Source: an optimization exercise on an open RTL-to-GDS flow (aim: small area, a short achievable clock period and few clock cycles per item). Production flows keep margins and buffers that such runs may drop. The RTL was checked by simulation tests, not by an equivalence proof against the original design. The clock port is modelled as an ideal driver, which makes a skipped or thinned clock tree look cheaper than it is; a real chip needs a root buffer or a tree. Power figures rest on the tool's default switching activity, not on a simulated workload.

File: flow/run.sh
#!/bin/bash
# Standard layout (bash standard.sh, all ORFS steps), with changes to clock
# tree synthesis and the timing repair that follows it:
#  - TritonCTS builds smaller sink clusters of clkbuf_8 and no dummy loads;
set -euo pipefail
here=$(pwd)
export CTS_ARGS="-sink_clustering_enable -repair_clock_nets -dont_use_dummy_load -sink_clustering_size 16 -sink_clustering_max_diameter 50 -buf_list sky130_fd_sc_hd__clkbuf_8"
# ORFS's own repair after CTS is skipped: post_cts.tcl repairs in steps instead.
export SKIP_CTS_REPAIR_TIMING=1
export FLOW_REPAIR_STEPS="${FLOW_REPAIR_STEPS:-2.5 2.6 2.7 2.8 2.9}"
export POST_CTS_TCL="$here/flow/post_cts.tcl"
bash standard.sh > "$here/standard.log" 2>&1
File: flow/post_cts.tcl
# Sourced by ORFS's cts.tcl after clock tree synthesis and its timing repair.

proc drop_clock_root {} {
  set block [ord::get_db_block]
  set clknet [$block findNet clk]
  set roots {}
  foreach it [$clknet getITerms] { lappend roots [$it getInst] }
  if {[llength $roots] != 1} { puts "drop_clock_root: [llength $roots] roots, left alone"; return }
  set root [lindex $roots 0]
  set rnet [[$root findITerm X] getNet]
  set sinks {}
  foreach it [$rnet getITerms] { if {[$it isInputSignal]} { lappend sinks $it } }
  if {[llength $sinks] > 4} { puts "drop_clock_root: root drives [llength $sinks] pins, left alone"; return }
  foreach it $sinks { $it disconnect; $it connect $clknet }
  odb::dbInst_destroy $root
  odb::dbNet_destroy $rnet
  puts "drop_clock_root: clk now drives [llength [$clknet getITerms]] pins"
}

# Port buffers that are delay cells become plain buffers.
proc plain_port_buffers {} {
  set buf [[ord::get_db] findMaster sky130_fd_sc_hd__buf_4]
  set n 0
  foreach inst [[ord::get_db_block] getInsts] {
    set m [[$inst getMaster] getName]
    if {[regexp {^(input|output)[0-9]+$} [$inst getName]] && [regexp {dly} $m]} {
      $inst swapMaster $buf
      incr n
    }
  }
  puts "plain_port_buffers: $n swapped"
}

drop_clock_root
set_dont_use {sky130_fd_sc_hd__dlygate* sky130_fd_sc_hd__clkdlybuf* sky130_fd_sc_hd__dlymetal*}
plain_port_buffers
detailed_placement
estimate_parasitics -placement
repair_design_helper
# Repair in steps of growing margin: one pass at the full margin gets stuck
# on paths that the smaller margins fix first.
foreach margin $::env(FLOW_REPAIR_STEPS) {
  repair_timing -setup_margin $margin -repair_tns 100 -verbose
}
detailed_placement
check_placement -verbose
estimate_parasitics -placement
report_clock_latency -clock [all_clocks]
report_worst_slack -max
File: standard.sh
#!/bin/bash
# synth_recipe.tcl (not shown) runs the flow's synth.tcl, then flattens the netlist and writes it again
# the make line also repeats each setting of config.mk as NAME=value (left out here)
make -C /OpenROAD-flow-scripts/flow DESIGN_CONFIG=/design/flow/config.mk WORK_HOME=/design/flow/orfs CLKGATE_MAP_FILE= SYNTH_SCRIPT=/design/flow/synth_recipe.tcl "${@:-finish}"
File: config.mk
export PLATFORM = sky130hd
export DESIGN_NAME = apb_fifo
export DESIGN_NICKNAME = apb_fifo
export VERILOG_FILES = /design/flow/design.v
export SDC_FILE = /design/flow/constraint.sdc
export NUM_CORES = 4
export LEC_CHECK = 0
export CAP_MARGIN = 20
export CORE_MARGIN = 2
export CORE_UTILIZATION = 45
export SETUP_SLACK_MARGIN = 3.0
export SLEW_MARGIN = 20
export TNS_END_PERCENT = 5
File: constraint.sdc
create_clock -name core_clock -period 5.0 [get_ports {clk}]
set_input_delay 1.0000 -clock core_clock [delete_from_list [all_inputs] [get_ports {clk}]]
set_output_delay 1.0000 -clock core_clock [all_outputs]
set_load 0.01 [all_outputs]
File: design.v
module apb_fifo (
    input  wire        clk,
    input  wire        rst,
    input  wire        psel,
    input  wire [3:0]  paddr,
    input  wire [31:0] pwdata,
    input  wire        penable,
    input  wire        pwrite,
    output wire [31:0] prdata,
    output wire        pready
);
reg [31:0] mem [0:15];    
reg [15:0] vld;           
reg [15:0] wsel;          
reg [3:0]  cnt;           
reg        rdy;           
reg [31:0] rdq;           
wire setup = psel & ~penable;
wire full  = (cnt == 4'd15);
wire empty = (cnt == 4'd0);
always @(posedge clk or negedge rst) begin
    if (!rst) begin
        rdy  <= 1'b0;
        wsel <= 16'b0;
        cnt  <= 4'd0;
        vld  <= 16'b0;
    end else begin
        rdy  <= setup & (pwrite ? ~full : ~empty);
        wsel <= (setup & pwrite & ~full) ? (16'b1 << paddr) : 16'b0;
        if (rdy & penable)
            cnt <= pwrite ? cnt + 4'd1 : cnt - 4'd1;
        if (penable)
            vld <= vld | wsel;
    end
end
wire [15:0] rsel = vld & (16'b1 << paddr);
reg  [31:0] rword;
integer i;
always @(*) begin
    rword = 32'b0;
    for (i = 0; i < 16; i = i + 1)
        rword = rword | ({32{rsel[i]}} & mem[i]);
end
always @(posedge clk) begin
    for (i = 0; i < 16; i = i + 1)
        if (wsel[i] & penable)
            mem[i] <= pwdata;
    rdq <= rword;
end
assign prdata = rdq;
assign pready = rdy;
endmodule
==> results of run 1 <==
## stage by stage
step / utilization [%] / hold slack, ps / worst slack (ps) / std cells
6_report: 52.0 / 486 / 2860 / 1797
5_1_grt: 52.0 / 511 / 2870 / 1795
3_5_place_dp: 48.8 / 446 / 1410 / 1680
3_3_place_gp: 48.8 / 444 / 1510 / 1680
2_1_floorplan: - / 430 / 2670 / 1073
## final cells by class
class,instances,area [um2]
clock buffers,46,633
fillers,3490,21300
multi-input cells,447,3600
diodes,3,7.51
well taps,592,741
inverters,1,3.75
repair buffers,127,1180
flip-flops and latches,581,16900
## worst paths after layout
| check | end | from | slack, ps | cells past startpoint |
|---|---|---|---|---|
| max | rdq[24]$_DFF_P_ | paddr[3] | 2860 | 6 |
| min in group asynchronous | wsel[15]$_DFF_PN0_ | rst | 600 | 2 |
| min reg2reg | rdq[13]$_DFF_P_ | mem[8][13]$_DFFE_PP_ | 490 | 2 |
| min | rdq[13]$_DFF_P_ | mem[8][13]$_DFFE_PP_ | 490 | 2 |
| max in group asynchronous | cnt[2]$_DFFE_PN0P_ | rst | 4020 | 2 |
| max reg2reg | rdq[10]$_DFF_P_ | vld[7]$_DFFE_PN0P_ | 3200 | 4 |
## power by group through the flow
stage	clock network (mW)	logic, mW	registers, mW
3_3_place_gp	0	0.328	5.50
6_report	2.21	0.369	5.43
3_5_place_dp	0	0.337	5.50
2_1_floorplan	0	0.141	5.50
5_1_grt	2.41	0.399	5.43
## per-layer routing
layer / vias to the layer above / routed length (um)
li1: 4688 / -
met1: 5771 / 22700
met2: 577 / 26700
met3: 126 / 5540
met4: 6 / 2310
met5: - / 38
## flip-flops by register name (all words and copies together), names as in the netlist
register and flops:
cnt 4, mem 512, rdq 32, rdy 1
vld 16, wsel 16
## cells in the mapped netlist
master,instances
nand2b_1,2
and3_1,15
and3_4,1
nor2b_2,1
a21oi_1,1
nor2b_4,1
or4_1,3
buf_2,29
or2_2,16
nand2_1,15
nor2b_1,2
clkbuf_1,35
a22o_1,46
nand4b_1,1
dfrtp_1,37
and4_1,25
a22oi_1,172
nor2_1,19
nor3b_1,1
xnor2_1,3
and4b_1,1
a21o_1,1
a221oi_1,38
ha_1,2
buf_6,3
and2_1,17
mux2_2,1
fa_1,1
and2_4,1
nor3_1,4
nand4_1,31
inv_1,1
o22ai_1,1
xor2_1,1
edfxtp_1,512
o21ai_0,1
dfxtp_1,32
## logic make-up (layout without fill, tap and decap cells)
group | after synthesis | in the layout | synth area share [%]
AOI/OAI and AO/OA | 260 | 260 | 10.1
xor gates and xnor gates | 4 | 4 | 0.172
adders and majority gates | 3 | 3 | 0.221
buffers and inverters | 68 | 174 | 1.54
DFF | 581 | 581 | 83.1
muxes | 1 | 1 | 0.0553
other | 0 | 3 | 0
and+or+nand+nor | 156 | 179 | 4.80
## layout by cell type, fill, tap and decap left out, types with 2 or more instances in the layout
cell type / netlist / layout
dfxtp_1: 32 / 32
and2_2: 0 / 2
diode_2: 0 / 3
and2_4: 1 / 16
nor3_1: 4 / 4
a221oi_2: 0 / 10
a22oi_1: 172 / 168
clkbuf_8: 0 / 46
and3_4: 1 / 35
nor2_1: 19 / 17
a22o_1: 46 / 46
and3_2: 0 / 3
nor2_4: 0 / 2
buf_12: 0 / 16
xnor2_1: 3 / 3
nand2_1: 15 / 15
and4_1: 25 / 25
buf_6: 3 / 6
nor2b_4: 1 / 5
or4_1: 3 / 3
nand2b_1: 2 / 2
edfxtp_1: 512 / 512
or2_2: 16 / 16
nand4_1: 31 / 31
ha_1: 2 / 2
dfrtp_1: 37 / 37
a22oi_2: 0 / 4
a221oi_1: 38 / 28
buf_4: 0 / 101
## worst register-to-register path: stages (launching register included)
cell and delay [ps]:
dfrtp_1 540, and3_4 320, a22oi_1 220, nand2_1 80
or4_1 510
==> notes.md, run 1 <==
result of the run=complete, no violations; routability cong.=around 0.75; Slowest cell on crit path=and3_2; global routing's busiest layer=met2; WS Path Type=in -> reg; Slew @ Worst Pin=1040 ps; antenna violations before repair=5; critical path peak fanout=12; Max Cap Viol=0; Clock Power Share=between 20% and 30%; Combinational Power Share=~4.6%; Final Power=8.01 mW; Critical Path, Cell by Cell=buf_6, and2_4, and3_2, a22o_1, a221oi_1, nand4_1; met2 Resource Use GR=37.8%; die area=47,000 um2; Die Y=217 um; # setup viols final=0; sequential area share after synthesis=83.1%; Crit. End Element=flop; cell area after layout=23,100 um2; Required @ worst endpoint=5260 ps; synth unique cells=37; delay-heaviest family, CP=simple AND/OR/NAND/NOR gates; syn avg cell area=19.0 um2; CTS clk-pin slew, worst paths=90 ps; Cells after Synth=approximately 1,100; fraction of layout cells with a size suffix above 1=22.1%; Yosys reg bits=a little under 600; Peak Freq=467 MHz; Remaining DRCs=0; Worst-Skew Late Latency=440 ps; Rows=77; Post-Syn Area=20,400 um2; # IOs=74; Routed Antenna Nets=0; met1 usage=32.2%; vias in the first global route=about 11,000; overall routing resource usage=23.2%; first-pass GRT wire length=76,700 um; Placeable Area=44,400 um2; GR Overflow Total=0; Worst slew margin=30.5%; fin nets=1,248; Synth Net Count=1,117; Hold WC Path Type=reg -> reg; Leak=7.44 nW; IO Port Bufs=73; Die X=between 200 and 250 um; DPL Wire Length=23,500 um; Initial Util=45.9%; crit path buf inv count=1; largest net degree at the start of global routing=38; Worst Skew=52.9 ps; area grow syn2layout=13.4%; RSZ-0062 raised after global routing=yes; Slew Viols, Final=0; Tcrit/Tclk final=approximately 43%; WL final=between 50,000 and 60,000 um; sw frac=a little over a fifth; Peak VDD IR=145 uV; TritonCTS Sinks=581; Seq pwr share=roughly 68%; synth top area cells=edfxtp_1 (75%), a22oi_1 (6.3%), dfrtp_1 (4.5%), dfxtp_1 (3.1%), a22o_1 (2.0%); met3 Usage GRT=4.23%; synth warn=2; via count=about 11,000; CP max stage delay=roughly 390 ps; Cell Int Power=6.32 mW; Hold Fails Final Rpt=0; setup TNS=0 ps; pwr dens=347 nW/um2; DP Area=approximately 22,000 um2; P_sw=1.69 mW; Synth top area share=75.5%; drt first pass iters=5; Arr. time, crit path=2400 ps; fin crit period=about 2100 ps; Yosys top cell by area=edfxtp_1; starting DRC count in detailed routing=around 1,400; Via density=roughly 6.2; wire length per cell=approximately 32 um; Startpoint Class=input port
Testbench counts, summed over its fixed seeds: cycles 6,400, transfers 3,200.
==> run 2: changes to the inputs <==
==> flow/run.sh (replaced) <==
#!/bin/bash
# Standard layout (bash standard.sh, all ORFS steps), with changes to clock
# tree synthesis and the timing repair that follows it:
#  - TritonCTS builds smaller sink clusters of clkbuf_8 and no dummy loads;
set -euo pipefail
here=$(pwd)
export CTS_ARGS="-sink_clustering_enable -repair_clock_nets -dont_use_dummy_load -sink_clustering_size 16 -sink_clustering_max_diameter 50 -buf_list sky130_fd_sc_hd__clkbuf_8"
export POST_CTS_TCL="$here/flow/post_cts.tcl"
bash standard.sh > "$here/standard.log" 2>&1
--- a/flow/post_cts.tcl
+++ b/flow/post_cts.tcl
@@ -38,9 +38,5 @@
 estimate_parasitics -placement
 repair_design_helper
-# Repair in steps of growing margin: one pass at the full margin gets stuck
-# on paths that the smaller margins fix first.
-foreach margin $::env(FLOW_REPAIR_STEPS) {
-  repair_timing -setup_margin $margin -repair_tns 100 -verbose
-}
+repair_timing -setup_margin $::env(SETUP_SLACK_MARGIN) -repair_tns 100 -verbose
 detailed_placement
 check_placement -verbose
--- a/config.mk
+++ b/config.mk
@@ -8,5 +8,5 @@
 export CAP_MARGIN = 20
 export CORE_MARGIN = 2
-export CORE_UTILIZATION = 45
+export CORE_UTILIZATION = 40
 export SETUP_SLACK_MARGIN = 3.0
 export SLEW_MARGIN = 20
==> notes.md, run 2 <==
result of the run=complete, no violations; synth unique cells=37; placed cells=1,762; Top Registers=mem x512, rdq x32; TritonCTS Sinks=581; setup TNS=0 ps; Final Power=8.02 mW; hold worst-path end=rdq[27]$_DFF_P_; Placeable Area=50,200 um2; sequential area share after synthesis=83.1%; Rows=between 80 and 90; drt first pass iters=5; RSZ-0062 raised after global routing=yes; commonest cells in the netlist=edfxtp_1 (512), a22oi_1 (172), a22o_1 (46); via count=11,606; Worst-Skew Late Latency=430 ps; Worst R2R End=rdq[10]$_DFF_P_; Leak=7.75 nW; # setup viols final=0; Largest register FFs=512; vias in the first global route=11,456; final core occ=47.5%; Final Worst Setup Slack=2860 ps; FF-to-FF path depth=4; fin crit period=2140 ps; number of synthesized flops with an enable pin=512; Slew @ Worst Pin=700 ps; Yosys reg bits=581; Crit Reg-Reg Startpoint=vld[3]$_DFFE_PN0P_; Routed Antenna Nets=0; Worst slew margin=53.4%; Via density=between 6 and 7; fraction of layout cells with a size suffix above 1=27.5%; WL final=59,800 um; highest-count cells in the layout ignoring fill and taps=edfxtp_1 (512), a22oi_1 (161), buf_4 (76); antenna violations before repair=4; GR Overflow Total=0; Hold Fails Final Rpt=0; starting DRC count in detailed routing=roughly 1,600; Synth top area share=roughly 75%; setup slack, reg-to-reg=3190 ps; Tcrit/Tclk final=42.8%; Slew Viols, Final=0; Peak VDD IR=146 uV; fin nets=1,299; first-pass GRT wire length=between 80,000 and 90,000 um; Post-Syn Area=20,400 um2; cell area after layout=23,800 um2; leading cell type in the layout, fill and taps excluded=edfxtp_1; Crit. End Element=flop; synth top area cells=edfxtp_1 (75%), a22oi_1 (6.3%), dfrtp_1 (4.5%), dfxtp_1 (3.1%), a22o_1 (2.0%); synth warn=2; Cells after Synth=1,073; Worst Skew=61.3 ps; Arr. time, crit path=approximately 2400 ps; Die Y=around 230 um; Yosys top cell by area=edfxtp_1; DPL Wire Length=between 20,000 and 25,000 um; Hold Slack=473 ps; # IOs=74; Required @ worst endpoint=approximately 5300 ps; CTS clk-pin slew, worst paths=100 ps; Hold WC Path Type=reg -> reg; pre-CTS setup slack=approximately 1400 ps; Main synth FF type=edfxtp_1; routability cong.=0.733; Fillers=4,152; Worst Hold Depth=2; syn avg cell area=19.0 um2; Peak Freq=468 MHz; Max Cap Viol=0; die area=52,800 um2; Remaining DRCs=0; overall routing resource usage=22.5%; WS Path Type=in -> reg; area grow syn2layout=17.0%; Die X=about 230 um; pwr dens=about 340 nW/um2; Synth Net Count=1,117; Top reg by flops=mem; largest net degree at the start of global routing=38; Initial Util=40.6%; min-delay src=mem[2][27]$_DFFE_PP_; most frequent cell after synthesis=edfxtp_1; FFs w/ async S/R, synth=6.37%; IO Port Bufs=73; critical path peak fanout=8; wire length per cell=about 31 um; fin cells=1,926; DP Area=21,800 um2; Startpoint Class=input port
[run 2: cell counts after synthesis]
Identical to the previous run, type by type.
[run 2: cells by family (layout without fill, tap and decap cells)]
kind of cell,after synthesis,in the layout,synth area share (%)
multiplexers,1,1,0.0553
AO/OA/AOI/OAI,260,260,10.1
adder cells (fa/ha/maj),3,3,0.221
flip-flops,581,581,83.1
buffers and inverters,68,218,1.54
AND/OR/NAND/NOR,156,186,4.80
other,0,1,0
XOR/XNOR,4,4,0.172
[run 2: worst max path at each step]
| stage | startpoint | end | slack (ps) | depth (start not counted) |
|---|---|---|---|---|
| after global placement | paddr[3] | rdq[29]$_DFF_P_ | 1510 | 6 |
| after detailed placement | paddr[3] | rdq[24]$_DFF_P_ | 1390 | 6 |
| final | paddr[0] | rdq[10]$_DFF_P_ | 2860 | 6 |
| after floorplan | paddr[2] | rdq[10]$_DFF_P_ | 2670 | 7 |
| after global routing | paddr[0] | rdq[10]$_DFF_P_ | 2860 | 6 |
[run 2: layout make-up]
| cell class | count | area [um2] | share of cell area (%) |
|---|---|---|---|
| Tap cell | 672 | 841 | 3.53 |
| Sequential cell | 581 | 17000 | 71.2 |
| Antenna cell | 1 | 2.50 | 0.0105 |
| Timing Repair Buffer | 171 | 1610 | 6.75 |
| Inverter | 1 | 3.75 | 0.0157 |
| Multi-Input combinational cell | 454 | 3770 | 15.8 |
| Clock buffer | 46 | 633 | 2.66 |
[run 2: critical path, cell delays in order]
cell and delay (ps):
buf_6 140, and2_4 210, and3_4 210, a22oi_2 240, nand2_1 100, or4_1 530
[run 2: metal layers]
metal  up-vias  global-route usage [%]  share of wire [%]
met1      6032                    30.8                 40
met5         -                       0              0.052
met3       140                    4.44                9.8
met2       627                    36.0                 47
li1       4803                       -                  -
met4         4                    8.19                3.9
[run 2: power by group]
part / leakage (nW) / internal [mW] / switching (mW)
Sequential: 5.37 / 5.34 / 0.0908
Clock: 0.331 / 0.824 / 1.37
Combinational: 2.04 / 0.160 / 0.224
==> run 3: changes to the inputs <==
--- a/config.mk
+++ b/config.mk
@@ -6,4 +6,5 @@
 export NUM_CORES = 4
 export LEC_CHECK = 0
+export ABC_CLOCK_PERIOD_IN_PS = 400
 export CAP_MARGIN = 20
 export CORE_MARGIN = 2
==> notes.md, run 3 <==
area grow syn2layout=17.0%; leading cell type in the layout, fill and taps excluded=edfxtp_1; Main synth FF type=edfxtp_1; setup slack, reg-to-reg=3190 ps; GR Overflow Total=0; Yosys reg bits=581; via count=11,606; Initial Util=40.6%; most frequent cell after synthesis=edfxtp_1; Die Y=~230 um; hold worst-path end=rdq[27]$_DFF_P_; setup TNS=0 ps; Peak Freq=468 MHz; Max Cap Viol=0; Final Worst Setup Slack=~2900 ps; die area=52,800 um2; # IOs=74; Worst Hold Depth=2; Crit. End Element=flop; syn avg cell area=around 19 um2; WL final=about 60,000 um; IO Port Bufs=73; Routed Antenna Nets=0; antenna violations before repair=4; cell area after layout=23,800 um2; overall routing resource usage=a little under a quarter; Post-Syn Area=roughly 20,000 um2; highest-count cells in the layout ignoring fill and taps=edfxtp_1 (512), a22oi_1 (161), buf_4 (76); Worst slew margin=53.4%; Top reg by flops=mem; synth unique cells=37; multi-input logic area=3770 um2; Slew @ Worst Pin=700 ps; Via density=between 6 and 7; CTS clk-pin slew, worst paths=100 ps; Cells after Synth=~1,100; result of the run=complete, no violations; Hold WC Path Type=reg -> reg; vias in the first global route=11,456; commonest cells in the netlist=edfxtp_1 (512), a22oi_1 (172), a22o_1 (46); Crit Reg-Reg Startpoint=vld[3]$_DFFE_PN0P_; largest net degree at the start of global routing=38; Top Registers=mem x512, rdq x32; Fillers=4,152; Worst-Skew Late Latency=~430 ps; pwr dens=336 nW/um2; Yosys top cell by area=edfxtp_1; DPL Wire Length=23,800 um; drt first pass iters=5; critical path peak fanout=8; number of synthesized flops with an enable pin=512; sequential area share after synthesis=between 80% and 90%; # setup viols final=0; Largest register FFs=512; starting DRC count in detailed routing=1,616; fin crit period=between 2000 and 2500 ps; RSZ-0062 raised after global routing=yes; Rows=just over 80; FFs w/ async S/R, synth=6.37%; Die X=between 200 and 250 um; Reg area=17,000 um2; pre-CTS setup slack=1390 ps; Hold Fails Final Rpt=0; Slew Viols, Final=0; TritonCTS Sinks=581; Worst Skew=approximately 61 ps; Placeable Area=about 50,000 um2; first-pass GRT wire length=between 80,000 and 90,000 um; Tcrit/Tclk final=42.8%; Synth Net Count=1,117; fraction of layout cells with a size suffix above 1=27.5%; Arr. time, crit path=2440 ps; synth warn=2; FF-to-FF path depth=4; routability cong.=0.733; Startpoint Class=input port; min-delay src=mem[2][27]$_DFFE_PP_; wire length per cell=just over 30 um; Remaining DRCs=0; Worst R2R End=rdq[10]$_DFF_P_; WS Path Type=in -> reg; fin nets=1,299; Leak=7.75 nW; Synth top area share=75.5%; Peak VDD IR=between 100 and 150 uV; DP Area=21,800 um2; Required @ worst endpoint=5300 ps; synth top area cells=edfxtp_1 (75%), a22oi_1 (6.3%), dfrtp_1 (4.5%), dfxtp_1 (3.1%), a22o_1 (2.0%)
==> run 3: cell type report <==
cell class / instances / area share [%]
clock buffers: 46 / 2.66
well taps: 672 / 3.53
inverters: 1 / 0.0157
diodes: 1 / 0.0105
flip-flops and latches: 581 / 71.2
multi-input cells: 454 / 15.8
repair buffers: 171 / 6.75
==> run 3: metal layers <==
| metal | GRT usage, % | share of wire, % |
|---|---|---|
| met5 | 0 | 0.052 |
| met4 | 8.19 | 3.9 |
| met1 | 30.8 | 40 |
| met3 | 4.44 | 9.8 |
| met2 | 36.0 | 47 |
==> run 3: power breakdown <==
part	internal, mW	leakage [nW]	switching (mW)	total, mW
clock network	0.824	0.331	1.37	2.20
registers	5.34	5.37	0.0908	5.44
logic	0.160	2.04	0.224	0.385
total	6.33	7.75	1.69	8.02
==> run 3: metrics by stage <==
stage                     total power [mW]  hold slack, ps  cells  util [%]
after floorplan                       5.64             430   1073         -
after global placement                5.83             444   1762      43.4
after detailed placement              5.84             443   1762      43.4
after global routing                  8.24             483   1926      47.5
final                                 8.02             473   1926      47.5
==> run 3: kinds of logic after synthesis <==
logic type,count (synthesis),share of synthesized area [%]
AND/OR/NAND/NOR,156,4.80
buffers and inverters,68,1.54
AO/OA/AOI/OAI,260,10.1
flip-flops,581,83.1
XOR/XNOR,4,0.172
adder cells (fa/ha/maj),3,0.221
multiplexers,1,0.0553
==> run 3: worst max-delay path: stages <==
cell     delay [ps]
buf_6           140
and2_4          210
and3_4          210
a22oi_2         240
nand2_1         100
or4_1           530
==> run 3: worst max-delay path by stage <==
stage | end | start
after floorplan | rdq[10]$_DFF_P_ | paddr[2]
after global placement | rdq[29]$_DFF_P_ | paddr[3]
after detailed placement | rdq[24]$_DFF_P_ | paddr[3]
after global routing | rdq[10]$_DFF_P_ | paddr[0]
final | rdq[10]$_DFF_P_ | paddr[0]
==> run 4: changes to the inputs <==
--- a/config.mk
+++ b/config.mk
@@ -6,5 +6,5 @@
 export NUM_CORES = 4
 export LEC_CHECK = 0
-export ABC_CLOCK_PERIOD_IN_PS = 400
+export ABC_CLOCK_PERIOD_IN_PS = 1000
 export CAP_MARGIN = 20
 export CORE_MARGIN = 2
==> notes.md, run 4 <==
result of the run=complete, no violations; Yosys reg bits=581; Routed Antenna Nets=0; Required @ worst endpoint=5300 ps; Final Power=between 8 and 9 mW; Tcrit/Tclk final=42.8%; Cells after Synth=1,073; Final Worst Setup Slack=2860 ps; Slowest cell on crit path=or4_1; Worst Skew=61.3 ps; final core occ=47.5%; number of synthesized flops with an enable pin=512; Worst-Skew Late Latency=430 ps; Initial Util=a little over 40%; Via density=6.03; Startpoint Class=input port; CTS clk-pin slew, worst paths=100 ps; routability cong.=between 0.7 and 0.8; synth top area cells=edfxtp_1 (75%), a22oi_1 (6.3%), dfrtp_1 (4.5%), dfxtp_1 (3.1%), a22o_1 (2.0%); via count=11,606; Placeable Area=50,200 um2; delay-heaviest family, CP=simple AND/OR/NAND/NOR gates; antenna violations before repair=4; Remaining DRCs=0; Clock Power Share=27.4%; Main synth FF type=edfxtp_1; # setup viols final=0; Cell Int Power=6.33 mW; Critical Path, Cell by Cell=buf_6, and2_4, and3_4, a22oi_2, nand2_1, or4_1; Max Cap Viol=0; # IOs=74; Peak VDD IR=146 uV; RSZ-0062 raised after global routing=yes; Arr. time, crit path=approximately 2400 ps; pre-CTS setup slack=1390 ps; critical path peak fanout=8; placed cells=1,762; fraction of layout cells with a size suffix above 1=around 28%; fin nets=1,299; WL final=59,800 um; drt first pass iters=5; Top reg by flops=mem; sw frac=21.1%; overall routing resource usage=between 20 and 25%; Largest register FFs=between 500 and 600; Seq pwr share=67.8%; Synth top area share=between 70% and 80%; P_sw=1.69 mW; Die X=230 um; synth warn=2; Worst slew margin=53.4%; Combinational Power Share=4.8%; Slew Viols, Final=0; pwr dens=between 300 and 400 nW/um2; Hold Fails Final Rpt=0; setup slack, reg-to-reg=3190 ps; crit path buf inv count=1; CP max stage delay=530 ps; Leak=7.75 nW; Top Registers=mem x512, rdq x32; synth unique cells=37; most frequent cell after synthesis=edfxtp_1; Rows=82; Synth Net Count=1,117; wire length per cell=31.1 um; leading cell type in the layout, fill and taps excluded=edfxtp_1; Peak Freq=468 MHz; Yosys top cell by area=edfxtp_1; area grow syn2layout=17.0%; commonest cells in the netlist=edfxtp_1 (512), a22oi_1 (172), a22o_1 (46); GR Overflow Total=0; Fillers=4,152; largest net degree at the start of global routing=38; Hold WC Path Type=reg -> reg; TritonCTS Sinks=581; highest-count cells in the layout ignoring fill and taps=edfxtp_1 (512), a22oi_1 (161), buf_4 (76); Die Y=between 200 and 250 um; starting DRC count in detailed routing=1,616; FFs w/ async S/R, synth=under 10%; WS Path Type=in -> reg; IO Port Bufs=73; Post-Syn Area=roughly 20,000 um2; sequential area share after synthesis=83.1%; fin cells=approximately 1,900; DPL Wire Length=about 24,000 um; first-pass GRT wire length=84,600 um; setup TNS=0 ps; fin crit period=2140 ps; Crit. End Element=flop; Slew @ Worst Pin=between 600 and 700 ps; die area=around 53,000 um2; syn avg cell area=19.0 um2; vias in the first global route=11,456
==> run 4: cell counts after synthesis <==
No cell type changed its count.
==> run 4: tightest hold or removal path: cells and delay by family (launching register included) <==
kind,cells,cell delay (ps)
flops,1,320
compound gates,1,70
simple gates,1,60
==> run 4: per-layer routing <==
metal | track usage, % | vias to the layer above | part of all wire (%)
met3 | 4.44 | 140 | 9.8
met4 | 8.19 | 4 | 3.9
met2 | 36.0 | 627 | 47
li1 | - | 4803 | -
met1 | 30.8 | 6032 | 40
met5 | 0 | - | 0.052
==> run 4: cells by family after synthesis <==
| kind of cell | count (synthesis) | share of synthesized area [%] |
|---|---|---|
| buffers and inverters | 68 | 1.54 |
| AND/OR/NAND/NOR | 156 | 4.80 |
| XOR/XNOR | 4 | 0.172 |
| adder cells (fa/ha/maj) | 3 | 0.221 |
| flip-flops | 581 | 83.1 |
| AO/OA/AOI/OAI | 260 | 10.1 |
| multiplexers | 1 | 0.0553 |
==> run 4: final cells by class <==
cell class / instances / area, um2 / share of cell area, %
Inverter: 1 / 3.75 / 0.0157
Antenna cell: 1 / 2.50 / 0.0105
Sequential cell: 581 / 17000 / 71.2
Multi-Input combinational cell: 454 / 3770 / 15.8
Tap cell: 672 / 841 / 3.53
Clock buffer: 46 / 633 / 2.66
Timing Repair Buffer: 171 / 1610 / 6.75
==> run 4: worst paths after layout <==
kind | startpoint | to | cells after the start
worst max-delay path | paddr[0] | rdq[10]$_DFF_P_ | 6
worst min-delay path | mem[2][27]$_DFFE_PP_ | rdq[27]$_DFF_P_ | 2
worst max register to register | vld[3]$_DFFE_PN0P_ | rdq[10]$_DFF_P_ | 4
worst min register to register | mem[2][27]$_DFFE_PP_ | rdq[27]$_DFF_P_ | 2
max in group asynchronous | rst | wsel[15]$_DFF_PN0_ | 2
min in group asynchronous | rst | wsel[10]$_DFF_PN0_ | 2
==> run 4: power by group through the flow <==
| stage | Sequential, mW | Clock, mW | Combinational (mW) |
|---|---|---|---|
| after floorplan | 5.50 | 0 | 0.141 |
| after global placement | 5.50 | 0 | 0.327 |
| after detailed placement | 5.50 | 0 | 0.338 |
| after global routing | 5.44 | 2.38 | 0.415 |
| final | 5.44 | 2.20 | 0.385 |
==> run 4: stage by stage <==
stage	hold WS, ps	instance area (um2)
after global routing	483	23800
after global placement	444	21800
after detailed placement	443	21800
final	473	23800
after floorplan	430	20400
==> run 5: changes to the inputs <==
--- a/config.mk
+++ b/config.mk
@@ -6,5 +6,4 @@
 export NUM_CORES = 4
 export LEC_CHECK = 0
-export ABC_CLOCK_PERIOD_IN_PS = 1000
 export CAP_MARGIN = 20
 export CORE_MARGIN = 2
@@ -12,3 +11,3 @@
 export SETUP_SLACK_MARGIN = 3.0
 export SLEW_MARGIN = 20
-export TNS_END_PERCENT = 5
+export TNS_END_PERCENT = 100
==> notes.md, run 5 <==
result of the run=complete, no violations; Arr. time, crit path=2420 ps; Worst-Skew Late Latency=470 ps; Worst Skew=84.2 ps; Peak VDD IR=156 uV; routability cong.=0.719; Required @ worst endpoint=5290 ps; Synth Net Count=1,117; antenna violations before repair=2; setup TNS=0 ps; Hold Slack=between 400 and 500 ps; Die X=230 um; GR Overflow Total=0; Worst R2R End=rdq[29]$_DFF_P_; starting DRC count in detailed routing=1,453; Routed Antenna Nets=0; Max Cap Viol=0; die area=between 50,000 and 60,000 um2; fin crit period=2130 ps; leading cell type in the layout, fill and taps excluded=edfxtp_1; wire length per cell=30.3 um; first-pass GRT wire length=between 80,000 and 90,000 um; DPL Wire Length=24,400 um; Rows=82; Slew Viols, Final=0; CTS clk-pin slew, worst paths=approximately 90 ps; Main synth FF type=edfxtp_1; via count=~12,000; Cells after Synth=1,073; pwr dens=roughly 330 nW/um2; Leak=7.95 nW; Yosys reg bits=581; Initial Util=40.6%; Die Y=~230 um; FFs w/ async S/R, synth=6.37%; number of synthesized flops with an enable pin=512; Remaining DRCs=0; Post-Syn Area=20,400 um2; largest net degree at the start of global routing=38; FF-to-FF path depth=4; Top Registers=mem x512, rdq x32; highest-count cells in the layout ignoring fill and taps=edfxtp_1 (512), a22oi_1 (129), buf_4 (68); hold worst-path end=rdq[12]$_DFF_P_; TritonCTS Sinks=581; Via density=5.96; Yosys top cell by area=edfxtp_1; Crit Reg-Reg Startpoint=vld[1]$_DFFE_PN0P_; Tcrit/Tclk final=42.6%; synth unique cells=37; setup slack, reg-to-reg=3170 ps; Fillers=4,047; Placeable Area=50,200 um2; area grow syn2layout=20.2%; critical path peak fanout=7; drt first pass iters=8; Hold WC Path Type=reg -> reg; vias in the first global route=11,314; min-delay src=mem[15][12]$_DFFE_PP_; Worst slew margin=43.0%; synth warn=2; Worst Hold Depth=2; RSZ-0062 raised after global routing=yes; Hold Fails Final Rpt=0; fin nets=~1,300; fraction of layout cells with a size suffix above 1=33.1%; syn avg cell area=19.0 um2; synth top area cells=edfxtp_1 (75%), a22oi_1 (6.3%), dfrtp_1 (4.5%), dfxtp_1 (3.1%), a22o_1 (2.0%); WL final=58,700 um; Peak Freq=469 MHz; Startpoint Class=input port; Slew @ Worst Pin=855 ps; # IOs=between 70 and 80; Synth top area share=75.5%; overall routing resource usage=21.8%; Top reg by flops=mem; WS Path Type=in -> reg; most frequent cell after synthesis=edfxtp_1; sequential area share after synthesis=83.1%; commonest cells in the netlist=edfxtp_1 (512), a22oi_1 (172), a22o_1 (46); Crit. End Element=flop; IO Port Bufs=73; # setup viols final=0; Largest register FFs=512
==> run 5: cell counts after synthesis <==
No cell type changed its count.
==> run 5: metrics by stage <==
| stage | instance area [um2] | power, mW | setup slack, ps | utilization (%) | cells |
|---|---|---|---|---|---|
| finish | 24500 | 8.15 | 2870 | 48.8 | 1938 |
| floorplan | 20800 | 5.65 | 2670 | - | 1073 |
| global placement | 22000 | 5.85 | 1310 | 43.9 | 1763 |
| detailed placement | 22000 | 5.86 | 1260 | 43.9 | 1763 |
| global route | 24500 | 8.36 | 2870 | 48.8 | 1938 |
==> run 5: worst max-delay path, stage by stage <==
cell and delay [ps]:
buf_12 110, and2_4 200, and3_4 220, buf_12 130, a22oi_2 160, nand2_1 90
or4_4 500
==> run 5: worst max-delay path by stage <==
stage / startpoint / cells after the start / slack (ps) / end
3_5_place_dp: paddr[3] / 7 / 1260 / rdq[29]$_DFF_P_
5_1_grt: paddr[2] / 7 / 2870 / rdq[29]$_DFF_P_
6_report: paddr[2] / 7 / 2870 / rdq[29]$_DFF_P_
3_3_place_gp: paddr[3] / 7 / 1310 / rdq[29]$_DFF_P_
2_1_floorplan: paddr[2] / 7 / 2670 / rdq[10]$_DFF_P_
==> run 5: area by class of cell <==
class | instances | area (um2) | area share [%]
Antenna cell | 1 | 2.50 | 0.0102
Clock buffer | 50 | 688 | 2.81
Inverter | 1 | 6.26 | 0.0255
Multi-Input combinational cell | 443 | 3970 | 16.2
Sequential cell | 581 | 17000 | 69.3
Tap cell | 672 | 841 | 3.43
Timing Repair Buffer | 190 | 2000 | 8.17
==> run 5: power by group <==
group / switching (mW) / total (mW) / internal [mW]
registers: 0.0856 / 5.43 / 5.35
logic: 0.226 / 0.422 / 0.195
clock network: 1.41 / 2.30 / 0.891
==> run 5: cells by family (layout without fill, tap and decap cells) <==
logic type | after synthesis | in the layout | synth area share [%]
other | 0 | 1 | 0
multiplexers | 1 | 1 | 0.0553
adder cells (fa/ha/maj) | 3 | 3 | 0.221
flip-flops | 581 | 581 | 83.1
AND/OR/NAND/NOR | 156 | 175 | 4.80
buffers and inverters | 68 | 241 | 1.54
AO/OA/AOI/OAI | 260 | 260 | 10.1
XOR/XNOR | 4 | 4 | 0.172
==> run 5: per-layer routing <==
metal	vias to the layer above	share of wire, %	GRT usage [%]
li1	4818	-	-
met1	6016	41	30.9
met2	605	46	34.4
met3	108	9.8	4.85
met4	2	2.6	5.89
met5	-	0.014	0
==> run 6: changes to the inputs <==
--- a/flow/run.sh
+++ b/flow/run.sh
@@ -6,4 +6,5 @@
 here=$(pwd)
 export CTS_ARGS="-sink_clustering_enable -repair_clock_nets -dont_use_dummy_load -sink_clustering_size 16 -sink_clustering_max_diameter 50 -buf_list sky130_fd_sc_hd__clkbuf_8"
+export FLOW_REPAIR_STEPS="${FLOW_REPAIR_STEPS:-2.6 2.8 3.0 3.2}"
 export POST_CTS_TCL="$here/flow/post_cts.tcl"
 bash standard.sh > "$here/standard.log" 2>&1
--- a/flow/post_cts.tcl
+++ b/flow/post_cts.tcl
@@ -38,5 +38,9 @@
 estimate_parasitics -placement
 repair_design_helper
-repair_timing -setup_margin $::env(SETUP_SLACK_MARGIN) -repair_tns 100 -verbose
+# Repair in steps of growing margin: one pass at the full margin gets stuck
+# on paths that the smaller margins fix first.
+foreach margin $::env(FLOW_REPAIR_STEPS) {
+  repair_timing -setup_margin $margin -repair_tns 100 -verbose
+}
 detailed_placement
 check_placement -verbose
--- a/config.mk
+++ b/config.mk
@@ -11,3 +11,3 @@
 export SETUP_SLACK_MARGIN = 3.0
 export SLEW_MARGIN = 20
-export TNS_END_PERCENT = 100
+export TNS_END_PERCENT = 5
==> notes.md, run 6 <==
TritonCTS Sinks=581; fraction of layout cells with a size suffix above 1=30.5%; Tcrit/Tclk final=42.3%; Seq pwr share=67.5%; WL final=approximately 64,000 um; Yosys reg bits=just under 600; FFs w/ async S/R, synth=6.37%; fin cells=1,957; GR Overflow Total=0; Placeable Area=~50,000 um2; Die Y=230 um; Max Cap Viol=0; result of the run=complete, no violations; Crit Reg-Reg Startpoint=vld[15]$_DFFE_PN0P_; WS Path Type=in -> reg; largest net degree at the start of global routing=38; synth warn=2; highest-count cells in the layout ignoring fill and taps=edfxtp_1 (512), a22oi_1 (157), buf_4 (76); Hold Slack=approximately 470 ps; min-delay src=mem[11][3]$_DFFE_PP_; Peak VDD IR=150 uV; Worst slew margin=approximately three fifths; Worst Skew=72.7 ps; Worst Hold Depth=2; RSZ-0062 raised after global routing=yes; antenna violations before repair=4; leading cell type in the layout, fill and taps excluded=edfxtp_1; number of synthesized flops with an enable pin=512; Peak Freq=approximately 470 MHz; CTS clk-pin slew, worst paths=110 ps; Remaining DRCs=0; Die X=about 230 um; Routed Antenna Nets=0; via count=12,074; IO Port Bufs=73; area grow syn2layout=19.5%; Combinational Power Share=5.2%; wire length per cell=roughly 33 um; Crit. End Element=flop; Hold WC Path Type=reg -> reg; # setup viols final=0; Clock Power Share=27.3%; starting DRC count in detailed routing=between 1,500 and 2,000; delay-heaviest family, CP=simple AND/OR/NAND/NOR gates; P_sw=1.71 mW; synth unique cells=37; synth top area cells=edfxtp_1 (75%), a22oi_1 (6.3%), dfrtp_1 (4.5%), dfxtp_1 (3.1%), a22o_1 (2.0%); syn avg cell area=19.0 um2; fin nets=approximately 1,300; # IOs=between 70 and 80; vias in the first global route=roughly 12,000; Cell Int Power=6.36 mW; Startpoint Class=input port; Synth top area share=75.5%; fin crit period=~2100 ps; Top reg by flops=mem; Slew Viols, Final=0; overall routing resource usage=roughly a quarter; hold worst-path end=rdq[3]$_DFF_P_; crit path buf inv count=1; Critical Path, Cell by Cell=buf_12, and2_4, and3_4, a22oi_1, nand2_1, or4_1; commonest cells in the netlist=edfxtp_1 (512), a22oi_1 (172), a22o_1 (46); Required @ worst endpoint=5330 ps; sw frac=21.2%; setup slack, reg-to-reg=3220 ps; first-pass GRT wire length=approximately 89,000 um; DPL Wire Length=23,800 um; routability cong.=between 0.7 and 0.8; Leak=7.93 nW; sequential area share after synthesis=83.1%; pwr dens=331 nW/um2; critical path peak fanout=12; Rows=82; die area=52,800 um2; Hold Fails Final Rpt=0; Synth Net Count=between 1,000 and 1,500; Post-Syn Area=20,400 um2; FF-to-FF path depth=4; setup TNS=0 ps; drt first pass iters=5; Slowest cell on crit path=or4_1; Largest register FFs=between 500 and 600; Final Power=8.07 mW; Initial Util=40.6%; Via density=6.17; Worst-Skew Late Latency=430 ps; Top Registers=mem x512, rdq x32; Cells after Synth=1,073; Yosys top cell by area=edfxtp_1; CP max stage delay=about 530 ps; Slew @ Worst Pin=619 ps; Arr. time, crit path=2440 ps; placed cells=approximately 1,800; Worst R2R End=rdq[10]$_DFF_P_; Main synth FF type=edfxtp_1; most frequent cell after synthesis=edfxtp_1
## run 6: area by class of cell
cell class,count,area [um2]
Timing Repair Buffer,191,1940
Fill cell,4117,25800
Multi-Input combinational cell,465,3950
Clock buffer,46,633
Inverter,1,3.75
Tap cell,672,841
Antenna cell,1,2.50
Sequential cell,581,17000
## run 6: per-stage QoR
step,setup WS [ps],util (%),cell area [um2]
final,2890,48.5,24400
after global routing,2930,48.5,24400
after detailed placement,1390,43.4,21800
after global placement,1510,43.4,21800
after floorplan,2670,-,20400
## run 6: cells by family after synthesis
kind of cell / count (synthesis) / share of synthesized area [%]
compound gates: 260 / 10.1
xor+xnor: 4 / 0.172
fa+ha+maj: 3 / 0.221
buf+inv: 68 / 1.54
flops: 581 / 83.1
mux: 1 / 0.0553
simple gates: 156 / 4.80
## run 6: worst max path at each step
stage          slack [ps]  depth (start not counted)               to  startpoint
3_5_place_dp         1390                          6  rdq[24]$_DFF_P_    paddr[3]
2_1_floorplan        2670                          7  rdq[10]$_DFF_P_    paddr[2]
5_1_grt              2930                          6  rdq[10]$_DFF_P_    paddr[2]
6_report             2890                          6  rdq[10]$_DFF_P_    paddr[2]
3_3_place_gp         1510                          6  rdq[29]$_DFF_P_    paddr[3]
## run 6: power by group through the flow
stage	Combinational (mW)	Sequential [mW]	Clock (mW)
floorplan	0.141	5.50	0
global placement	0.327	5.50	0
detailed placement	0.338	5.50	0
global route	0.451	5.45	2.39
finish	0.421	5.45	2.20
## run 6: per-layer routing
| metal | wire length [um] | GRT usage (%) |
|---|---|---|
| met1 | 24100 | 32.1 |
| met2 | 29200 | 37.9 |
| met3 | 7140 | 5.77 |
| met4 | 3520 | 10.8 |
| met5 | 45 | 0 |
## run 6: worst min-delay path: cells and delay by family, from the launching register on
family / cells / cell delay [ps]
compound gates: 1 / 60
flops: 1 / 320
simple gates: 1 / 80
==> run 7: changes to the inputs <==
--- a/config.mk
+++ b/config.mk
@@ -8,5 +8,5 @@
 export CAP_MARGIN = 20
 export CORE_MARGIN = 2
-export CORE_UTILIZATION = 40
+export CORE_UTILIZATION = 70
 export SETUP_SLACK_MARGIN = 3.0
 export SLEW_MARGIN = 20
==> notes.md, run 7 <==
result of the run=complete, no violations; crit path buf inv count=4; setup TNS=0 ps; drt first pass iters=6; CP max stage delay=390 ps; fin crit period=approximately 2200 ps; Via density=7.57; Critical Path, Cell by Cell=buf_12, buf_6, nor2b_4, and3_4, buf_6, buf_12, a22oi_2, and4_1, nand4_1; TritonCTS Sinks=between 500 and 600; Synth Net Count=1,117; synth top area cells=edfxtp_1 (75%), a22oi_1 (6.3%), dfrtp_1 (4.5%), dfxtp_1 (3.1%), a22o_1 (2.0%); Seq pwr share=67.8%; Startpoint Class=input port; Rows=between 60 and 70; Largest register FFs=512; RSZ-0062 raised after global routing=yes; FF-to-FF path depth=4; # setup viols final=0; leading cell type in the layout, fill and taps excluded=edfxtp_1; Worst R2R End=rdq[10]$_DFF_P_; fin cells=1,655; delay-heaviest family, CP=simple AND/OR/NAND/NOR gates; Fillers=1,271; Remaining DRCs=0; routability cong.=0.750; compound-gate portion of the synthesized area=10.1%; placed cells=between 1,000 and 1,500; synth unique cells=37; antenna violations before repair=3; DP Area=between 20,000 and 25,000 um2; Combinational Power Share=between 5 and 6%; Die Y=between 150 and 200 um; Worst Skew=48.8 ps; pwr dens=335 nW/um2; Top reg by flops=mem; number of synthesized flops with an enable pin=between 500 and 600; fin nets=between 1,000 and 1,500; Arr. time, crit path=about 2500 ps; sequential area share after synthesis=83.1%; Initial Util=between 70% and 80%; Routed Antenna Nets=0; Placeable Area=28,700 um2; Synth Area in Simple Gates=4.80%; IO Port Bufs=73; first-pass GRT wire length=87,500 um; Slew Viols, Final=0; Required @ worst endpoint=roughly 5400 ps; Peak Freq=463 MHz; Worst Hold Depth=2; WL final=63,900 um; area grow syn2layout=17.6%; die area=slightly above 30,000 um2; XOR/XNOR Fraction of Synth Area=0.172%; Leak=7.88 nW; WS Path Type=in -> reg; commonest cells in the netlist=edfxtp_1 (512), a22oi_1 (172), a22o_1 (46); synth warn=2; via count=12,535; overall routing resource usage=41.7%; GR Overflow Total=0; Post-Synth Adder-Cell Area=0.221%; Clock Power Share=26.8%; Synth top area share=75.5%; Main synth FF type=edfxtp_1; cell area after layout=24,000 um2; Hold WC Path Type=reg -> reg; final core occ=83.5%; Post-Syn Area=20,400 um2; Worst slew margin=51.5%; Slew @ Worst Pin=~730 ps; CTS clk-pin slew, worst paths=110 ps; # IOs=74; multiplexer area fraction after synthesis=0.0553%; Crit Reg-Reg Startpoint=vld[5]$_DFFE_PN0P_; CP Depth=9; largest family of logic cells by synthesized area=compound AO/OA/AOI/OAI gates; Hold Fails Final Rpt=0; Cells after Synth=1,073; setup slack, reg-to-reg=roughly 3200 ps; hold worst-path end=rdq[6]$_DFF_P_; Peak VDD IR=261 uV; wire length per cell=38.6 um; Worst-Skew Late Latency=roughly 430 ps; Cell Int Power=6.30 mW; FFs w/ async S/R, synth=between 6 and 7%; most frequent cell after synthesis=edfxtp_1; P_sw=1.73 mW; Yosys reg bits=581; starting DRC count in detailed routing=2,030; sw frac=21.6%; Crit. End Element=flop; fraction of layout cells with a size suffix above 1=a little under a third; Top Registers=mem x512, rdq x32; Yosys top cell by area=edfxtp_1; largest net degree at the start of global routing=38; syn avg cell area=19.0 um2; highest-count cells in the layout ignoring fill and taps=edfxtp_1 (512), a22oi_1 (147), buf_4 (70); vias in the first global route=12,268; Tcrit/Tclk final=a little over two fifths; Die X=175 um; min-delay src=mem[2][6]$_DFFE_PP_; DPL Wire Length=~22,000 um; Max Cap Viol=0; Slowest cell on crit path=and3_4; critical path peak fanout=7
[run 7: cell counts after synthesis]
Identical to the previous run, type by type.
[run 7: power by group through the flow]
stage	combinational, mW	clock, mW	sequential, mW
final	0.437	2.15	5.44
after global routing	0.460	2.28	5.44
after floorplan	0.141	0	5.50
after global placement	0.322	0	5.50
after detailed placement	0.335	0	5.50
[run 7: per-stage QoR]
stage               total power [mW]  setup slack, ps  hold WS [ps]
floorplan                       5.64             2670           430
global placement                5.82             1580           442
detailed placement              5.83             1520           445
global route                    8.18             2860           500
finish                          8.03             2840           486
[run 7: cell type report]
cell class                 count  area (um2)  area share, %
antenna                        2        5.00         0.0209
clock buffer                  42         578           2.41
timing repair buffer         181        1950           8.12
sequential                   581       17000           70.8
tap                          384         480           2.01
multi-input combinational    464        3980           16.6
inverter                       1        3.75         0.0157
[run 7: cell families after synthesis]
group	Yosys count
simple gates	156
mux	1
flops	581
compound gates	260
fa+ha+maj	3
xor+xnor	4
buf+inv	68
[run 7: worst max-delay path by stage]
stage                      endpoint  startpoint
detailed placement  rdq[27]$_DFF_P_    paddr[3]
global placement     rdq[3]$_DFF_P_    paddr[3]
global route         rdq[2]$_DFF_P_    paddr[1]
finish               rdq[2]$_DFF_P_    paddr[1]
floorplan           rdq[10]$_DFF_P_    paddr[2]
[run 7: worst min-delay path, stage by stage, from the launching register on]
cell and delay (ps):
edfxtp_1 340, a221oi_2 60, nand4_1 60
[run 7: per-layer routing]
layer / vias up / track usage [%] / part of all wire (%)
met4: 2 / 21.9 / 7.1
met5: - / 0 / 0.020
met1: 6107 / 54.7 / 31
met2: 1251 / 63.3 / 45
met3: 331 / 13.9 / 16
li1: 4844 / - / -
==> run 8: changes to the inputs <==
--- a/config.mk
+++ b/config.mk
@@ -8,5 +8,5 @@
 export CAP_MARGIN = 20
 export CORE_MARGIN = 2
-export CORE_UTILIZATION = 70
+export CORE_UTILIZATION = 55
 export SETUP_SLACK_MARGIN = 3.0
 export SLEW_MARGIN = 20
==> notes.md, run 8 <==
sequential area share after synthesis=83.1%; DP Area=21,500 um2; fraction of layout cells with a size suffix above 1=30.1%; starting DRC count in detailed routing=1,487; area grow syn2layout=18.0%; Yosys reg bits=581; Worst Hold Depth=2; Reg area=17,000 um2; Remaining DRCs=0; die area=38,600 um2; Worst-Skew Late Latency=~440 ps; hold worst-path end=rdq[2]$_DFF_P_; Worst R2R End=rdq[10]$_DFF_P_; Hold WC Path Type=reg -> reg; Die X=196 um; Max Cap Viol=0; cell area after layout=24,000 um2; RSZ-0062 raised after global routing=yes; wire length per cell=33.9 um; min-delay src=mem[11][2]$_DFFE_PP_; Worst Setup SP=paddr[1]; FF-to-FF path depth=5; GR Overflow Total=0; Rows=70; Via density=6.66; Hold Slack=468 ps; overall routing resource usage=31.1%; synth unique cells=37; Worst Skew=59.3 ps; highest-count cells in the layout ignoring fill and taps=edfxtp_1 (512), a22oi_1 (150), buf_4 (73); Startpoint Class=input port; pwr dens=between 300 and 400 nW/um2; FFs w/ async S/R, synth=6.37%; multiplexer area fraction after synthesis=less than 1%; Peak Freq=476 MHz; # IOs=74; XOR/XNOR Fraction of Synth Area=0.172%; Synth top area share=75.5%; synth warn=2; via count=11,646; Synth Area in Simple Gates=4.80%; most frequent cell after synthesis=edfxtp_1; DPL Wire Length=about 23,000 um; Crit Reg-Reg Startpoint=vld[12]$_DFFE_PN0P_; Fillers=2,501; Final Power=8.07 mW; routability cong.=between 0.7 and 0.8; fin nets=1,326; CTS clk-pin slew, worst paths=about 100 ps; Die Y=just under 200 um; largest family of logic cells by synthesized area=compound AO/OA/AOI/OAI gates; Cells after Synth=about 1,100; critical path peak fanout=6; Post-Synth Adder-Cell Area=0.221%; commonest cells in the netlist=edfxtp_1 (512), a22oi_1 (172), a22o_1 (46); vias in the first global route=11,429; Top Registers=mem x512, rdq x32; placed cells=around 1,600; Crit. End Element=flop; setup TNS=0 ps; TritonCTS Sinks=581; leading cell type in the layout, fill and taps excluded=edfxtp_1; Top reg by flops=mem; Peak VDD IR=between 200 and 300 uV; syn avg cell area=between 15 and 20 um2; Slew @ Worst Pin=659 ps; IO Port Bufs=73; Synth Net Count=~1,100; Initial Util=55.8%; Placeable Area=around 37,000 um2; WL final=59,200 um; Worst slew margin=56.1%; Leak=7.90 nW; synth top area cells=edfxtp_1 (75%), a22oi_1 (6.3%), dfrtp_1 (4.5%), dfxtp_1 (3.1%), a22o_1 (2.0%); fin cells=between 1,500 and 2,000; # setup viols final=0; Hold Fails Final Rpt=0; Largest register FFs=512; WS Path Type=in -> reg; Main synth FF type=edfxtp_1; antenna violations before repair=2; first-pass GRT wire length=83,000 um; largest net degree at the start of global routing=38; Arr. time, crit path=2380 ps; multi-input logic area=about 3900 um2; Post-Syn Area=20,400 um2; result of the run=complete, no violations; drt first pass iters=6; Antenna diodes=0; Required @ worst endpoint=between 5000 and 6000 ps; Yosys top cell by area=edfxtp_1; compound-gate portion of the synthesized area=10.1%; Routed Antenna Nets=0; number of synthesized flops with an enable pin=512; setup slack, reg-to-reg=3160 ps; Slew Viols, Final=0; fin crit period=2100 ps; Tcrit/Tclk final=a little over two fifths
==> run 8: cell counts after synthesis <==
No cell type changed its count.
==> run 8: how the worst max path moves through the flow <==
| stage | to | cells past startpoint |
|---|---|---|
| after floorplan | rdq[10]$_DFF_P_ | 7 |
| after global placement | rdq[11]$_DFF_P_ | 6 |
| after detailed placement | rdq[20]$_DFF_P_ | 6 |
| after global routing | rdq[10]$_DFF_P_ | 7 |
| final | rdq[10]$_DFF_P_ | 7 |
==> run 8: worst max-delay path, stage by stage <==
cell	delay, ps
buf_12	110
and2_4	180
and3_4	250
buf_6	160
a22oi_2	170
nand2_1	80
or4_4	420
==> run 8: power breakdown <==
part / total [mW] / switching, mW / internal [mW]
logic: 0.416 / 0.225 / 0.191
registers: 5.43 / 0.0837 / 5.34
clock network: 2.23 / 1.39 / 0.842
==> run 8: logic make-up (layout without fill, tap and decap cells) <==
group | Yosys count | count (layout)
buffers and inverters | 68 | 240
xor gates and xnor gates | 4 | 4
DFF | 581 | 581
AOI/OAI and AO/OA | 260 | 260
and+or+nand+nor | 156 | 191
muxes | 1 | 1
adders and majority gates | 3 | 3
==> run 8: cell type report <==
class	instances	share of cell area, %
flip-flops and latches	581	70.6
well taps	468	2.44
inverters	1	0.0260
repair buffers	192	7.91
multi-input cells	459	16.4
clock buffers	47	2.69
==> run 8: stage by stage <==
step                worst slack [ps]  util, %
global placement                1500     58.9
detailed placement              1460     58.9
floorplan                       2670        -
global route                    2880     65.8
finish                          2900     65.8
==> run 8: per-layer routing <==
| layer | global-route usage (%) | vias up | routed length [um] |
|---|---|---|---|
| li1 | - | 4864 | - |
| met5 | 0 | - | 27 |
| met3 | 6.59 | 159 | 5470 |
| met1 | 41.5 | 5983 | 22700 |
| met4 | 12.7 | 4 | 2810 |
| met2 | 50.6 | 636 | 28200 |
==> run 9: changes to the inputs <==
--- a/flow/run.sh
+++ b/flow/run.sh
@@ -6,5 +6,7 @@
 here=$(pwd)
 export CTS_ARGS="-sink_clustering_enable -repair_clock_nets -dont_use_dummy_load -sink_clustering_size 16 -sink_clustering_max_diameter 50 -buf_list sky130_fd_sc_hd__clkbuf_8"
-export FLOW_REPAIR_STEPS="${FLOW_REPAIR_STEPS:-2.6 2.8 3.0 3.2}"
+# ORFS's own repair after CTS is skipped: post_cts.tcl repairs in steps instead.
+export SKIP_CTS_REPAIR_TIMING=1
+export FLOW_REPAIR_STEPS="${FLOW_REPAIR_STEPS:-2.5 2.6 2.7 2.8 2.9 3.0}"
 export POST_CTS_TCL="$here/flow/post_cts.tcl"
 bash standard.sh > "$here/standard.log" 2>&1
==> notes.md, run 9 <==
setup TNS=0 ps; die area=38,600 um2; Synth Net Count=between 1,000 and 1,500; Tcrit/Tclk final=between 40% and 50%; Yosys top cell by area=edfxtp_1; fin cells=1,703; antenna violations before repair=1; Crit Reg-Reg Startpoint=vld[14]$_DFFE_PN0P_; vias in the first global route=10,945; Routed Antenna Nets=0; Via density=6.52; area grow syn2layout=14.5%; Initial Util=55.8%; WL final=53,900 um; commonest cells in the netlist=edfxtp_1 (512), a22oi_1 (172), a22o_1 (46); largest net degree at the start of global routing=38; sequential area share after synthesis=between 80% and 90%; Final Worst Setup Slack=slightly below 3000 ps; # setup viols final=0; Arr. time, crit path=2410 ps; Crit. End Element=flop; Die Y=196 um; RSZ-0062 raised after global routing=yes; Worst Setup SP=paddr[0]; Worst R2R End=rdq[10]$_DFF_P_; Slew Viols, Final=0; pwr dens=around 340 nW/um2; Worst Skew=46.9 ps; GR Overflow Total=0; Leak=between 7 and 8 nW; IO Port Bufs=73; Yosys reg bits=581; via count=11,110; TritonCTS Sinks=581; DPL Wire Length=22,900 um; pre-CTS setup slack=1460 ps; most frequent cell after synthesis=edfxtp_1; Top reg by flops=mem; Rows=70; FFs w/ async S/R, synth=approximately 6.4%; # IOs=74; fraction of layout cells with a size suffix above 1=between 20% and 30%; Largest register FFs=512; Peak VDD IR=245 uV; overall routing resource usage=28.1%; fin nets=between 1,000 and 1,500; Combinational Power Share=between 4 and 5%; Worst slew margin=about 54%; syn avg cell area=19.0 um2; Required @ worst endpoint=5300 ps; Post-Syn Area=between 20,000 and 25,000 um2; Slew @ Worst Pin=693 ps; Placeable Area=36,500 um2; critical path peak fanout=5; WS Path Type=in -> reg; Remaining DRCs=0; placed cells=1,557; Synth top area share=75.5%; final core occ=63.9%; Hold Fails Final Rpt=0; synth warn=2; leading cell type in the layout, fill and taps excluded=edfxtp_1; synth top area cells=edfxtp_1 (75%), a22oi_1 (6.3%), dfrtp_1 (4.5%), dfxtp_1 (3.1%), a22o_1 (2.0%); FF-to-FF path depth=4; CP Capture Point=rdq[29]$_DFF_P_; Cells after Synth=1,073; Top Registers=mem x512, rdq x32; result of the run=complete, no violations; Final Power=8.00 mW; Hold WC Path Type=reg -> reg; setup slack, reg-to-reg=3270 ps; synth unique cells=37; P_sw=1.66 mW; number of synthesized flops with an enable pin=512; Main synth FF type=edfxtp_1; CTS clk-pin slew, worst paths=90 ps; first-pass GRT wire length=76,100 um; routability cong.=0.726; Clock Power Share=27.7%; Seq pwr share=67.7%; Max Cap Viol=0; Peak Freq=473 MHz; fin crit period=2110 ps; highest-count cells in the layout ignoring fill and taps=edfxtp_1 (512), a22oi_1 (164), buf_4 (93); Die X=196 um; starting DRC count in detailed routing=1,258; drt first pass iters=5; sw frac=20.7%; Worst-Skew Late Latency=420 ps; Cell Int Power=6.35 mW; Startpoint Class=input port; wire length per cell=31.6 um
-- run 9: cell counts after synthesis --
Identical to the previous run, type by type.
-- run 9: how the worst min path moves through the flow --
stage                                    start            endpoint  slack, ps  cells after the start
final                     mem[11][2]$_DFFE_PP_      rdq[2]$_DFF_P_        470                      2
after global routing      mem[15][1]$_DFFE_PP_      rdq[1]$_DFF_P_        500                      2
after detailed placement    vld[5]$_DFFE_PN0P_  vld[5]$_DFFE_PN0P_        450                      1
after global placement      vld[4]$_DFFE_PN0P_  vld[4]$_DFFE_PN0P_        440                      1
after floorplan             vld[0]$_DFFE_PN0P_  vld[0]$_DFFE_PN0P_        430                      1
-- run 9: metrics by stage --
stage	hold WS (ps)	area (um2)
finish	472	23300
floorplan	430	20400
global placement	445	21500
global route	498	23300
detailed placement	445	21500
-- run 9: per-layer routing --
layer	vias up	global-route usage (%)	part of all wire (%)
met1	5797	38.3	40
met3	98	4.79	7.4
met4	0	8.78	3.2
met2	474	47.0	49
li1	4741	-	-
met5	-	0	0
-- run 9: kinds of logic (layout without fill, tap and decap cells) --
logic type	Yosys count	count (layout)	synth area share [%]
AND/OR/NAND/NOR	156	174	4.80
XOR/XNOR	4	4	0.172
buffers and inverters	68	211	1.54
flip-flops	581	581	83.1
other	0	1	0
adder cells (fa/ha/maj)	3	3	0.221
AO/OA/AOI/OAI	260	260	10.1
multiplexers	1	1	0.0553
-- run 9: critical path, cell delays in order --
cell and delay [ps]:
buf_6 110, and2_4 180, and3_4 220, buf_6 150, buf_4 130, a22oi_2 150
nand2_1 70, or4_1 400
-- run 9: power groups by stage --
| stage | registers [mW] | logic, mW | clock network [mW] |
|---|---|---|---|
| after detailed placement | 5.50 | 0.339 | 0 |
| after global routing | 5.42 | 0.403 | 2.43 |
| after global placement | 5.50 | 0.329 | 0 |
| final | 5.42 | 0.373 | 2.21 |
| after floorplan | 5.50 | 0.141 | 0 |
-- run 9: final cells by class --
class,instances,area (um2)
timing repair buffer,163,1520
antenna,1,2.50
inverter,1,3.75
multi-input combinational,442,3640
tap,468,586
clock buffer,47,647
sequential,581,16900
fill,2569,13200
==> run 10: changes to the inputs <==
--- a/flow/run.sh
+++ b/flow/run.sh
@@ -8,5 +8,5 @@
 # ORFS's own repair after CTS is skipped: post_cts.tcl repairs in steps instead.
 export SKIP_CTS_REPAIR_TIMING=1
-export FLOW_REPAIR_STEPS="${FLOW_REPAIR_STEPS:-2.5 2.6 2.7 2.8 2.9 3.0}"
+export FLOW_REPAIR_STEPS="${FLOW_REPAIR_STEPS:-2.5 2.6 2.7 2.8 2.8}"
 export POST_CTS_TCL="$here/flow/post_cts.tcl"
 bash standard.sh > "$here/standard.log" 2>&1
==> notes.md, run 10 <==
Synth top area share=75.5%; Crit Reg-Reg Startpoint=vld[1]$_DFFE_PN0P_; synth unique cells=37; Synth Net Count=1,117; Worst Skew=53.0 ps; vias in the first global route=between 10,000 and 15,000; cell area after layout=between 20,000 and 25,000 um2; Worst Hold Depth=2; drt first pass iters=5; Slowest cell on crit path=or4_1; setup slack, reg-to-reg=roughly 3200 ps; die area=38,600 um2; DPL Wire Length=22,900 um; sequential area share after synthesis=between 80% and 90%; number of synthesized flops with an enable pin=about 510; WL final=54,700 um; most frequent cell after synthesis=edfxtp_1; leading cell type in the layout, fill and taps excluded=edfxtp_1; CTS clk-pin slew, worst paths=90 ps; Hold Fails Final Rpt=0; Initial Util=55.8%; Leak=around 7.5 nW; Post-Syn Area=20,400 um2; Die Y=196 um; RSZ-0062 raised after global routing=yes; Rows=70; setup TNS=0 ps; Worst R2R End=rdq[10]$_DFF_P_; Worst-Skew Late Latency=430 ps; # IOs=74; Crit. End Element=flop; Routed Antenna Nets=0; fraction of layout cells with a size suffix above 1=23.0%; crit path buf inv count=2; min-delay src=mem[15][19]$_DFFE_PP_; Main synth FF type=edfxtp_1; via count=10,997; Max Cap Viol=0; fin crit period=2210 ps; highest-count cells in the layout ignoring fill and taps=edfxtp_1 (512), a22oi_1 (166), buf_4 (109); Peak Freq=around 450 MHz; DP Area=21,500 um2; FFs w/ async S/R, synth=6.37%; syn avg cell area=19.0 um2; delay-heaviest family, CP=simple AND/OR/NAND/NOR gates; Startpoint Class=input port; pwr dens=348 nW/um2; hold worst-path end=rdq[19]$_DFF_P_; commonest cells in the netlist=edfxtp_1 (512), a22oi_1 (172), a22o_1 (46); overall routing resource usage=27.5%; Critical Path, Cell by Cell=buf_4, and2_4, and3_4, buf_2, a22oi_1, nand2_1, or4_1; Die X=between 150 and 200 um; TritonCTS Sinks=between 500 and 600; first-pass GRT wire length=74,400 um; Peak VDD IR=between 200 and 250 uV; synth top area cells=edfxtp_1 (75%), a22oi_1 (6.3%), dfrtp_1 (4.5%), dfxtp_1 (3.1%), a22o_1 (2.0%); Slew Viols, Final=0; starting DRC count in detailed routing=1,195; FF-to-FF path depth=4; Slew @ Worst Pin=1060 ps; Via density=approximately 6.5; Cells after Synth=approximately 1,100; Largest register FFs=512; Required @ worst endpoint=5300 ps; Tcrit/Tclk final=44.2%; Final Power=8.02 mW; routability cong.=0.726; WS Path Type=in -> reg; fin nets=roughly 1,300; Remaining DRCs=0; largest net degree at the start of global routing=38; CP max stage delay=510 ps; Placeable Area=about 37,000 um2; Top reg by flops=mem; Hold Slack=472 ps; critical path peak fanout=6; result of the run=complete, no violations; Top Registers=mem x512, rdq x32; area grow syn2layout=13.0%; IO Port Bufs=73; synth warn=2; wire length per cell=32.6 um; Hold WC Path Type=reg -> reg; Worst slew margin=29.6%; Yosys reg bits=581; antenna violations before repair=1; GR Overflow Total=0; Arr. time, crit path=2510 ps; Yosys top cell by area=edfxtp_1; # setup viols final=0
## run 10: cell counts after synthesis
Identical to the previous run, type by type.
## run 10: area by class of cell
type                    count  area (um2)
multi-input cells         444        3600
inverters                   1        3.75
well taps                 468         586
repair buffers            135        1240
flip-flops and latches    581       16900
fillers                  2606       13500
clock buffers              47         647
diodes                      3        7.51
## run 10: logic make-up after synthesis
kind of cell / after synthesis / share of synthesized area, %
DFF: 581 / 83.1
AOI/OAI and AO/OA: 260 / 10.1
and+or+nand+nor: 156 / 4.80
buffers and inverters: 68 / 1.54
xor gates and xnor gates: 4 / 0.172
adders and majority gates: 3 / 0.221
muxes: 1 / 0.0553
## run 10: worst max path at each step
stage | start | endpoint | slack (ps) | depth (start not counted)
finish | paddr[1] | rdq[29]$_DFF_P_ | 2790 | 7
floorplan | paddr[2] | rdq[10]$_DFF_P_ | 2670 | 7
global placement | paddr[3] | rdq[11]$_DFF_P_ | 1500 | 6
global route | penable | mem[7][19]$_DFFE_PP_ | 2800 | 3
detailed placement | paddr[3] | rdq[20]$_DFF_P_ | 1460 | 6
## run 10: worst min-delay path: stages, from the launching register on
cell	delay, ps
edfxtp_1	330
a221oi_1	70
nand4_1	60
## run 10: stage by stage
step           cells  util [%]  setup WS, ps
2_1_floorplan   1073         -          2670
3_3_place_gp    1557      58.9          1500
6_report        1679      63.0          2790
3_5_place_dp    1557      58.9          1460
5_1_grt         1677      63.0          2800
## run 10: where the power goes
group	internal [mW]	switching (mW)
logic	0.161	0.209
clock network	0.842	1.38
registers	5.34	0.0788
## run 10: per-layer routing
metal	part of all wire, %	global-route usage, %	up-vias
li1	-	-	4697
met1	39	37.8	5692
met2	50	46.1	521
met3	8.4	4.81	87
met4	2.8	7.46	0
met5	0	0	-

-- what the ideal ports hide --
Ports are ideal in the flow. The routed layouts listed here were re-timed in OpenROAD.
Step 1: set_driving_cell puts a clkbuf_16 on clk and a buf_2 on each other input, an assumption about the parent block.
Step 2 moves the port delays by t, midway between the first and last clock arrival at a register: inputs arrive t later, outputs are due t later. That takes back most of the time a late clock gives input paths.
a / b / c = no drivers / after step 1 / after step 2; a / b = the first two.
run	shift t [ns]	slack for setup (ns)	hold slack, ns	clock arrival spread, ns
run 1	0.518	2.860 / 2.881 / 2.415	0.486 / 0.486 / 0.486	0.057 / 0.057
run 2	0.490	2.862 / 2.922 / 2.432	0.473 / 0.473 / 0.473	0.065 / 0.065
run 3	0.490	2.862 / 2.922 / 2.432	0.473 / 0.473 / 0.473	0.065 / 0.065
run 4	0.490	2.862 / 2.922 / 2.432	0.473 / 0.473 / 0.473	0.065 / 0.065
run 5	0.521	2.869 / 2.912 / 2.391	0.438 / 0.438 / 0.438	0.102 / 0.102
run 6	0.493	2.886 / 2.932 / 2.439	0.474 / 0.474 / 0.474	0.086 / 0.086
run 7	0.494	2.842 / 2.876 / 2.383	0.486 / 0.486 / 0.486	0.051 / 0.051
run 8	0.496	2.901 / 2.922 / 2.426	0.468 / 0.468 / 0.468	0.059 / 0.060
run 9	0.492	2.886 / 2.937 / 2.451	0.472 / 0.472 / 0.472	0.054 / 0.054
run 10	0.493	2.790 / 2.840 / 2.347	0.472 / 0.472 / 0.472	0.056 / 0.056
After both steps setup and hold are still met in every run listed. The setup slack of run 5, which loses most, moves by +0.043 ns with the drivers and by -0.478 ns with both steps.
